Context: an optimization exercise on an open-source flow, tuned for small area. The choices shown serve that exercise and are no tape-out recipe. For this run, only the layout was checked, not whether the RTL still works. Power and IR drop assume default switching activity.

**flow/run.sh**
```bash
#!/bin/bash
# synth_recipe.tcl (not shown) runs the flow's synth.tcl, then flattens the netlist and writes it again
# the make line also repeats each setting of config.mk as NAME=value (left out here)
make -C /OpenROAD-flow-scripts/flow DESIGN_CONFIG=/design/flow/config.mk WORK_HOME=/design/flow/orfs CLKGATE_MAP_FILE= SYNTH_SCRIPT=/design/flow/synth_recipe.tcl finish
```
**flow/config.mk**
```make
export PLATFORM = sky130hd
export DESIGN_NAME = snake_game
export DESIGN_NICKNAME = snake_game
export VERILOG_FILES = /design/flow/design.v
export SDC_FILE = /design/flow/constraint.sdc
export NUM_CORES = 4
export LEC_CHECK = 0
export CAP_MARGIN = 20
export CORE_MARGIN = 2
export CORE_UTILIZATION = 40
export SLEW_MARGIN = 20
```
**flow/constraint.sdc**
```tcl
create_clock -name core_clock -period 25.0 [get_ports {clk}]
set_input_delay 5.0000 -clock core_clock [delete_from_list [all_inputs] [get_ports {clk}]]
set_output_delay 5.0000 -clock core_clock [all_outputs]
set_load 0.01 [all_outputs]
```
**flow/design.v**
```verilog
module CLK_1HZ(clk_ht, rst, clk_1hz, tick);
parameter HALF = 27'd559;
input clk_ht;
input rst;
output clk_1hz;
output tick;
reg clk_1hz;
reg [26:0] counter;
assign tick = (counter == HALF) && !clk_1hz;
always @ (posedge clk_ht)
    begin
    if (!rst)
        begin
            counter <= 0;
            clk_1hz <= 0;
        end
    else
        begin
        counter <= counter + 1;
        if (counter == HALF)
            begin
                    counter <= 0;
                    clk_1hz <= ~clk_1hz;
            end
        else
            clk_1hz <= clk_1hz;
        end
    end
endmodule
module CLK_100HZ(clk_ht, rst, clk_1hz, tick);
parameter HALF = 27'd7;
input clk_ht;
input rst;
output clk_1hz;
output tick;
reg clk_1hz;
reg [26:0] counter;
assign tick = (counter == HALF) && !clk_1hz;
always @ (posedge clk_ht)
    begin
    if (!rst)
        begin
            counter <= 0;
            clk_1hz <= 0;
        end
    else
        begin
        counter <= counter + 1;
        if (counter == HALF)
            begin
                    counter <= 0;
                    clk_1hz <= ~clk_1hz;
            end
        else
            clk_1hz <= clk_1hz;
        end
    end
endmodule
module RNG (
    input clock,
    input rst,
    input step,
    output reg [7:0] rnd
);
reg [6:0] random;
wire feedback = random[6] ^ random[5];
always @(posedge clock) begin
    if (!rst) begin
        random <= 7'b1010101;
        rnd <= 8'd40;
    end else if (step) begin
        random <= {random[5:0], feedback};
        rnd <= {1'b0, random} % 80;
    end
end
endmodule
module DISPLAY_7SEG (
    input clk,
    input rst,
    input [13:0] so,
    output reg [6:0] seg,
    output reg [3:0] an
);
reg [7:0] clk_div;
reg [1:0] scan;
reg [3:0] digit;
always @(posedge clk) begin
    if (!rst) clk_div <= 0;
    else clk_div <= clk_div + 1;
end
wire slow_tick = (clk_div == 8'h7f);
wire [3:0] nghin, tram, chuc, dvi;
assign dvi   = so % 10;
assign chuc  = (so / 10) ;
assign tram  = (so / 100) ;
assign nghin = (so / 1000) ;
function [6:0] seg_decode;
    input [3:0] num;
    case (num)
        4'h0: seg_decode = 7'b1000000;
        4'h1: seg_decode = 7'b1001111;
        4'h2: seg_decode = 7'b0100100;
        4'h3: seg_decode = 7'b0000110;
        4'h4: seg_decode = 7'b0001011;
        4'h5: seg_decode = 7'b0010010;
        4'h6: seg_decode = 7'b0010000;
        4'h7: seg_decode = 7'b1000111;
        4'h8: seg_decode = 7'b0000000;
        4'h9: seg_decode = 7'b0000010;
        default: seg_decode = 7'b1111111;
    endcase
endfunction
always @(posedge clk) begin
    if (!rst) begin
        scan <= 0;
        an <= 0;
        digit <= 0;
        seg <= 0;
    end else if (slow_tick) begin
        scan <= scan + 1;
        case (scan)
            2'b00: begin an <= 4'b1110; digit <= chuc; end
            2'b01: begin an <= 4'b1101; digit <= dvi; end
            2'b10: begin an <= 4'b1011; digit <= tram; end
            2'b11: begin an <= 4'b0111; digit <= nghin; end
        endcase
        seg <= seg_decode(digit);
    end
end
endmodule
module sound(
    input clk,
    input rst,
    output beep
);
    reg beep_r;
    reg [7:0] state;
    reg [15:0] count, count_end;
    reg [23:0] count1;
    reg [7:0] state_nx;
    parameter   C4 = 16'd96,
                D4 = 16'd85,
                E4 = 16'd76,
                F4 = 16'd72,
                G4 = 16'd64,
                A4 = 16'd57,
                A4s = 16'd54,
                C5 = 16'd48;
    parameter   TIME = 10000;
    assign beep = beep_r;
    always @(posedge clk) begin
        if (!rst) begin
            count <= 16'h0;
            beep_r <= 1'b0;
        end else begin
            count <= count + 1'b1;
            if (count == count_end) begin
                count <= 16'h0;
                beep_r <= !beep_r;
            end
        end
    end
    always @(*) begin
        if (state == 8'd24)
            state_nx = 8'd0;
        else
            state_nx = state + 1'b1;
    end
    always @(posedge clk) begin
        if (!rst) begin
            count1 <= 24'd0;
            state <= 8'd0;
            count_end <= 16'd0;
        end else if (count1 < TIME) begin
            count1 <= count1 + 1'b1;
        end else begin
            count1 <= 24'd0;
            state <= state_nx;
            case (state_nx)
                8'd0, 8'd1: count_end <= C4;
                8'd2, 8'd3: count_end <= D4;
                8'd4, 8'd5: count_end <= C4;
                8'd6, 8'd7: count_end <= F4;
                8'd8, 8'd9: count_end <= E4;
                8'd10, 8'd11: count_end <= C4;
                8'd12, 8'd13: count_end <= D4;
                8'd14, 8'd15: count_end <= C4;
                8'd16, 8'd17: count_end <= G4;
                8'd18, 8'd19: count_end <= F4;
                8'd20, 8'd21: count_end <= C4;
                8'd22, 8'd23: count_end <= C5;
                8'd24, 8'd25: count_end <= A4;
                8'd26, 8'd27: count_end <= F4;
                8'd28, 8'd29: count_end <= E4;
                8'd30, 8'd31: count_end <= D4;
                8'd32, 8'd33: count_end <= A4s;
                8'd34, 8'd35: count_end <= A4;
                8'd36, 8'd37: count_end <= F4;
                8'd38, 8'd39: count_end <= G4;
                8'd40, 8'd41: count_end <= F4;
                default: count_end <= 16'd0;
            endcase
        end
    end
endmodule
module snake_game(clk, rs, rw, en, dat, rst, up, dwn, lef, rig, led, seg, buz);
    input up, dwn, lef, rig, rst, clk;
    output [7:0] dat;
    output rs, rw, en;
    output [3:0] led;
    output [6:0] seg;
    output buz;
    reg [1:0] dir;
    reg [3:0] wall;
    reg [7:0] pos;
    reg [7:0] x;
    reg [7:0] food;
    wire clk_1hz, tick_1hz;
    reg [7:0] dat;
    reg rs;
    wire clk_100hz, tick_100hz;
    reg [4:0] next;
    wire [7:0] rnd;
    reg [14:0] score;
    reg clk_food;
    reg food_toggle;
    wire food_step;
    reg [7:0] arr1[0:79];
    integer y;
    reg [31:0] n;
    reg [31:0] m;
    integer o;
    reg game_over;
    CLK_1HZ U1 (clk, rst, clk_1hz, tick_1hz);
    DISPLAY_7SEG U2 (clk, rst, score[13:0], seg, led);
    CLK_100HZ U3 (clk, rst, clk_100hz, tick_100hz);
    sound U4 (clk, rst, buz);
    RNG U5 (clk, rst, food_step, rnd);
    function [7:0] arr;
        input [7:0] i;
        begin
            if (i < 20) arr = 8'h80 + i;
            else if (i < 40) arr = 8'hC0 + (i - 20);
            else if (i < 60) arr = 8'h94 + (i - 40);
            else arr = 8'hD4 + (i - 60);
        end
    endfunction
    always @(*) begin
        food_toggle = (pos == food);
        if (!game_over && score > 3) begin
            for (o = 1; o < 79; o = o + 1) begin
                if (arr(o) == food && o < score) food_toggle = 1'b1;
            end
        end
    end
    assign food_step = food_toggle && !clk_food;
    always @(posedge clk) begin
        if (!rst) begin
            food <= 8'd0;
            score <= 15'd0;
        end else if (food_step) begin
            food <= arr(rnd);
            score <= score + 1;
        end
    end
    always @(posedge clk) begin
    if (!rst) begin
        dir <= 0;
        wall <= 0;
        clk_food <= 0;
        game_over <= 0;
    end else begin
    if (rig == 0 && dir != 1) dir <= 0;
    else if (lef == 0 && dir != 0) dir <= 1;
    else if (up == 0 && dir != 3) dir <= 2;
    else if (dwn == 0 && dir != 2) dir <= 3;
        if (x > 0 && x < 19)
            wall <= 0;
        else if (x == 39 || x == 59)
            wall <= 1;
        else if (x > 60 && x < 79)
            wall <= 2;
        else if (x == 20 || x == 40)
            wall <= 3;
        else if (x == 0)
            wall <= 4;
        else if (x == 19)
            wall <= 5;
        else if (x == 60)
            wall <= 6;
        else if (x == 79)
            wall <= 7;
        else
            wall <= 8;
        if (food_toggle)
            clk_food <= ~clk_food;
        if (!game_over && score > 3) begin
            for (o = 1; o < 79; o = o + 1) begin
                if (arr1[o] == pos && o < score) game_over <= 1;
            end
        end
    end
    end
    always @(posedge clk) begin
    if (!rst) begin
        x <= 0;
        pos <= 0;
        for (y = 0; y < 80; y = y + 1)
            arr1[y] <= 8'hff;
    end else if (tick_1hz) begin
        case (wall)
            0: begin
                case (dir)
                    2'd0: x <= x + 1;
                    2'd1: x <= x - 1;
                    2'd2: x <= x + 60;
                    2'd3: x <= x + 20;
                endcase
            end
            1: begin
                case (dir)
                    2'd0: x <= x - 19;
                    2'd1: x <= x - 1;
                    2'd2: x <= x - 20;
                    2'd3: x <= x + 20;
                endcase
            end
            2: begin
                case (dir)
                    2'd0: x <= x + 1;
                    2'd1: x <= x - 1;
                    2'd2: x <= x - 20;
                    2'd3: x <= x - 60;
                endcase
            end
            3: begin
                case (dir)
                    2'd0: x <= x + 1;
                    2'd1: x <= x + 19;
                    2'd2: x <= x - 20;
                    2'd3: x <= x + 20;
                endcase
            end
            4: begin
                case (dir)
                    2'd0: x <= x + 1;
                    2'd1: x <= x + 19;
                    2'd2: x <= x + 60;
                    2'd3: x <= x + 20;
                endcase
            end
            5: begin
                case (dir)
                    2'd0: x <= x - 19;
                    2'd1: x <= x - 1;
                    2'd2: x <= x + 60;
                    2'd3: x <= x + 20;
                endcase
            end
            6: begin
                case (dir)
                    2'd0: x <= x + 1;
                    2'd1: x <= x + 19;
                    2'd2: x <= x - 20;
                    2'd3: x <= x - 60;
                endcase
            end
            7: begin
                case (dir)
                    2'd0: x <= x - 19;
                    2'd1: x <= x - 1;
                    2'd2: x <= x - 20;
                    2'd3: x <= x - 60;
                endcase
            end
            default: begin
                case (dir)
                    2'd0: x <= x + 7'd1;
                    2'd1: x <= x - 7'd1;
                    2'd2: x <= x - 7'd20;
                    2'd3: x <= x + 7'd20;
                endcase
            end
        endcase
        pos <= arr(x);
        arr1[0] <= pos;
        for (y = 79; y > 0; y = y - 1) begin
            arr1[y] <= arr1[y-1];
        end
    end
    end
    always @(posedge clk) begin
    if (!rst) begin
        rs <= 0;
        dat <= 0;
        next <= 0;
        n <= 0;
        m <= 0;
    end else if (tick_100hz) begin
        case (next)
            5'd0:  begin rs <= 0; dat <= 8'h38; next <= 5'd1; end
            5'd1:  begin rs <= 0; dat <= 8'h0C; next <= 5'd2; end
            5'd2:  begin rs <= 0; dat <= 8'h6; next <= 5'd3; end
            5'd3:  begin rs <= 0; dat <= 8'h1; next <= 5'd4; end
            5'd4:  begin rs <= 0; dat <= food; next <= 5'd8; end
            5'd8:  begin rs <= 1; dat <= 8'h6F; next <= 5'd5; end
            5'd5:  begin rs <= 0; dat <= pos; next <= 5'd9; end
            5'd9:  begin rs <= 1; dat <= 8'h4F;
                        if (score != 0) next <= 5'd10;
                        else next <= 5'd0;
                   end
            5'd6:  begin
                        if (n < score) begin
                            n <= n + 1;
                            rs <= 0;
                            dat <= (n < 80) ? arr1[n] : 8'hff;
                            next <= 5'd7;
                        end else begin
                            n <= 0;
                            m <= 0;
                            next <= 5'd13;
                        end
                   end
            5'd7:  begin
                        if (m < score) begin
                            m <= m + 1;
                            rs <= 1;
                            dat <= 8'b11011011;
                            next <= 5'd10;
                        end else begin
                            next <= 5'd13;
                        end
                   end
            5'd10: begin rs <= 1; dat <= 8'h20; next <= 5'd6; end
            5'd13: begin
                        if (game_over) next <= 5'd12;
                        else next <= 5'd0;
                   end
            5'd12: begin rs <= 0; dat <= 8'h1; next <= 5'd14;  end
            5'd14: begin rs <= 0; dat <= arr(5); next <= 5'd15; end
            5'd15: begin rs <= 1; dat <= "G"; next <= 5'd16;  end
            5'd16: begin rs <= 1; dat <= "a"; next <= 5'd17;  end
            5'd17: begin rs <= 1; dat <= "m"; next <= 5'd18;  end
            5'd18: begin rs <= 1; dat <= "e"; next <= 5'd19; end
            5'd19: begin rs <= 1; dat <= " "; next <= 5'd20; end
            5'd20: begin rs <= 1; dat <= "O"; next <= 5'd21; end
            5'd21: begin rs <= 1; dat <= "v"; next <= 5'd22; end
            5'd22: begin rs <= 1; dat <= "e"; next <= 5'd23; end
            5'd23: begin rs <= 1; dat <= "r"; next <= 5'd24; end
            5'd24: begin rs <= 0; end
            default: begin end
        endcase
    end
    end
    assign en = clk_100hz;
    assign rw = 0;
endmodule
```
==> results.cfg <==
[synthesis]
synth_area_per_cell_um2 = 7.474
yosysWarningCount = 7
yosys-top-cells-area = dfxtp_1, nand2_1, xor2_1
syn-cell-area_um2 = 56120
yosysTopAreaCell = dfxtp_1
synth_edf_count = 0
yosysUniqueCellTypes = 127
synth.top_cell.area_share_pct = 32.60
synth_ff_type = dfxtp_1
synthArstFlopShare_pct = 0
ys_seq_elements = 914
yosysSeqAreaShare_pct = 32.60
netlist_instances = 7509

[pwr]
finalPower_mw = 3.425
leakage_nw = 24.67
peakVddDrop_mv = 0.05526
pwr_density_cell_nw_per_um2 = 55.19

[setup_path]
timing.rr.start = U2.scan[0]
reg2regPathDepth = 101
required_ns = 25.68
critPathArrivalTime_ns = 23.81
critical_path.most_common_cell = ha_1
critPathLaunch = U2.scan[0]
path_class = flop to flop
cp_slowest_cell = or4b_1
reg2reg_to = U2.digit[0]
max_stage_delay_ns = 0.55
endpoint_kind = flop
critPathLaunchType = flop
crit_fanout = 9
reg2reg_slack_ns = 1.87

[clocking]
root_buffer = clkbuf_16
cts_buffers = 104
cts_max_path_buffers = 3
insertion_delay_ns = 0.80
cts_tree = done
cts_num_sinks = 914
cts_htree_levels = 3
path_clk_slew_ns = 0.07

[placement]
placedCellCount = 9123
placed_area_um2 = 58450
dpl.hpwl_um = 225500
port_buffers = 27
gp_congestion = 1.156

[global_routing]
grt_pass1_wl_um = 418000
grt_usage_pct = 40.83
antenna_found_initial = 41
overflow = 0
first_global_vias = 53180
grt_max_degree = 217

[routing]
drt_iter0_markers = 9428
route.detailed.drc = 0
vias_per_cell = 6.417
wl_um = 301500
dr.pass1.iters = 8
vias = 59840
wire_per_inst_um = 32.33
ant_nets = 0

[timing]
finClkSkew_ns = 0.06366
setup_violations = 0
fmax_ghz = 0.04323
finalCriticalPeriod_ns = 23.13
worstMarginPinSlew_ns = 1.370
finalCritPeriodShare_pct = 92.52
hold_violations = 0
report.final.slew_viol_count = 0
fin_tns_setup_ns = 0
relSlewSlack_pct = 8.649

[cells_and_area]
synthToLayoutAreaGrowth_pct = 10.58
num-nets-final = 7511
final_common_cell = nand2_1
final-instance-count-excl-fill = 9324
layout_common_cells = nand2_1, dfxtp_1, nand3_1, nor2_1, xor2_1
final-seq-area_um2 = 18330
drive_gt1_share_pct = 6.683
multiInputGateArea_um2 = 35790
nFillCells = 14210
final_area_um2 = 62060

[floorplanning]
initial_core_util_pct = 40.27
die-area_um2 = 143300
die_x_um = 378.6
row_count = 137
coreArea_um2 = 139400
pin_count = 29
die_y_um = 378.6

[run_status]
status = no timing/DRC/antenna violations

[run]
cap_violations = 0

[min_path]
whs_path_depth = 1
whs_endpoint = U3.counter[0]
worstHoldStart = U3.counter[0]
hold_path_class = flop to flop
==> critical path: cells and delay by family (launching register included) <==
kind,cells,cell delay (ns)
mux,3,0.96
buf+inv,10,1.36
xor+xnor,1,0.28
simple gates,32,6.82
flops,1,0.45
compound gates,41,8.56
fa+ha+maj,14,4.54
==> cells by family (layout without fill, tap and decap cells) <==
family	Yosys count	in the layout	share of synthesized area, %
simple gates	3706	3706	29.96
compound gates	1241	1241	15.55
flops	914	914	32.60
xor+xnor	864	864	13.50
buf+inv	578	496	3.986
fa+ha+maj	154	154	3.415
mux	51	51	0.9809
other cells	1	22	0.006682
==> worst max-delay path by stage <==
stage / to / slack, ns / cells after the start
6_report: U2.digit[0] / 1.87 / 101
5_1_grt: U2.digit[0] / -0.009 / 101
4_1_cts: U2.digit[0] / 1.0 / 99
3_5_place_dp: U2.digit[0] / 1.10 / 99
3_3_place_gp: U2.digit[0] / 1.18 / 99
2_1_floorplan: U2.digit[0] / 3.17 / 104
==> Yosys cell counts, types with 21 or more instances <==
| cell type | number |
|---|---|
| or3_1 | 33 |
| nor3_1 | 95 |
| nor2b_1 | 32 |
| a21o_1 | 34 |
| o21a_1 | 29 |
| nand2b_1 | 42 |
| o211ai_1 | 41 |
| clkbuf_1 | 401 |
| o22ai_1 | 33 |
| a22o_1 | 55 |
| and3_1 | 58 |
| nor4_1 | 167 |
| inv_1 | 93 |
| a31oi_1 | 52 |
| and2_1 | 27 |
| a21oi_1 | 253 |
| xnor2_1 | 407 |
| mux2i_1 | 40 |
| o31ai_1 | 21 |
| nand2_1 | 1609 |
| nand4_1 | 170 |
| nor2_1 | 573 |
| a211oi_1 | 46 |
| a221oi_1 | 50 |
| a22oi_1 | 221 |
| nand3_1 | 793 |
| ha_1 | 149 |
| buf_1 | 54 |
| xor2_1 | 456 |
| dfxtp_1 | 914 |
| o21ai_0 | 185 |
==> repair_timing <==
| item | in CTS | in global routing |
|---|---|---|
| endpoints found under the hold margin | 0 | 0 |
| resized for setup | 0 | 11 |
| hold buffers | 0 | 0 |
| endpoints found under the setup margin | 0 | 1 |
| setup buffers | 0 | 2 |
==> power by group <==
| group | internal (mW) | switching (mW) | total [mW] |
|---|---|---|---|
| Combinational | 0.101 | 0.204 | 0.306 |
| Sequential | 1.48 | 0.0373 | 1.51 |
| Clock | 0.904 | 0.703 | 1.61 |
| Total | 2.48 | 0.944 | 3.43 |
==> registers in the layout, summed over array words and instances (netlist names), 15 cells and up <==
| signal | count |
|---|---|
| U3.counter | 27 |
| m | 32 |
| U4.count1 | 24 |
| n | 32 |
| U4.count | 16 |
| U1.counter | 27 |
| score | 15 |
| arr1 | 640 |
==> layout make-up <==
type	instances	area share [%]
repair buffers	208	2.720
clock inverters	30	0.6835
diodes	11	0.04435
well taps	1876	3.782
multi-input cells	6027	57.67
inverters	101	0.6149
flip-flops and latches	914	29.53
clock buffers	157	4.950
==> per-layer routing <==
layer | GRT usage (%) | up-vias | wire length (um)
met5 | 0 | - | 341
met4 | 22.75 | 42 | 20830
met3 | 15.79 | 884 | 41360
met2 | 53.92 | 3950 | 114000
met1 | 55.79 | 28900 | 124900
li1 | - | 26060 | -
==> per-stage QoR <==
| step | worst slack, ns | hold WS (ns) | util [%] |
|---|---|---|---|
| global route | -0.008729 | 0.4607 | 44.51 |
| CTS | 0.9999 | 0.4474 | 44.45 |
| finish | 1.870 | 0.4438 | 44.53 |
| detailed placement | 1.097 | 0.4364 | 41.95 |
| global placement | 1.182 | 0.4223 | 41.94 |
| floorplan | 3.168 | 0.4129 | - |

## re-timing with driven ports
How much do the figures lean on ideal ports? The routed layout below was timed once more, with nothing changed but the port constraints. Step 1 sets driving cells, clkbuf_16 on the clock port and buf_2 on the other inputs (assumed; they add their load-dependent delay and slew). Step 2 also shifts input and output timing later by t, the mid clock arrival at the registers, as if the neighbouring blocks saw the same clock. a / b / c = ideal / step 1 / step 2; a / b = the first two.
t (ns): 0.844
slack for setup (ns): 1.870 / 1.870 / 1.870
hold slack, ns: 0.444 / 0.444 / 0.444
After both steps this run still meets setup and hold. The setup slack of this run moves by 0.000 ns with the drivers and by 0.000 ns with both steps.
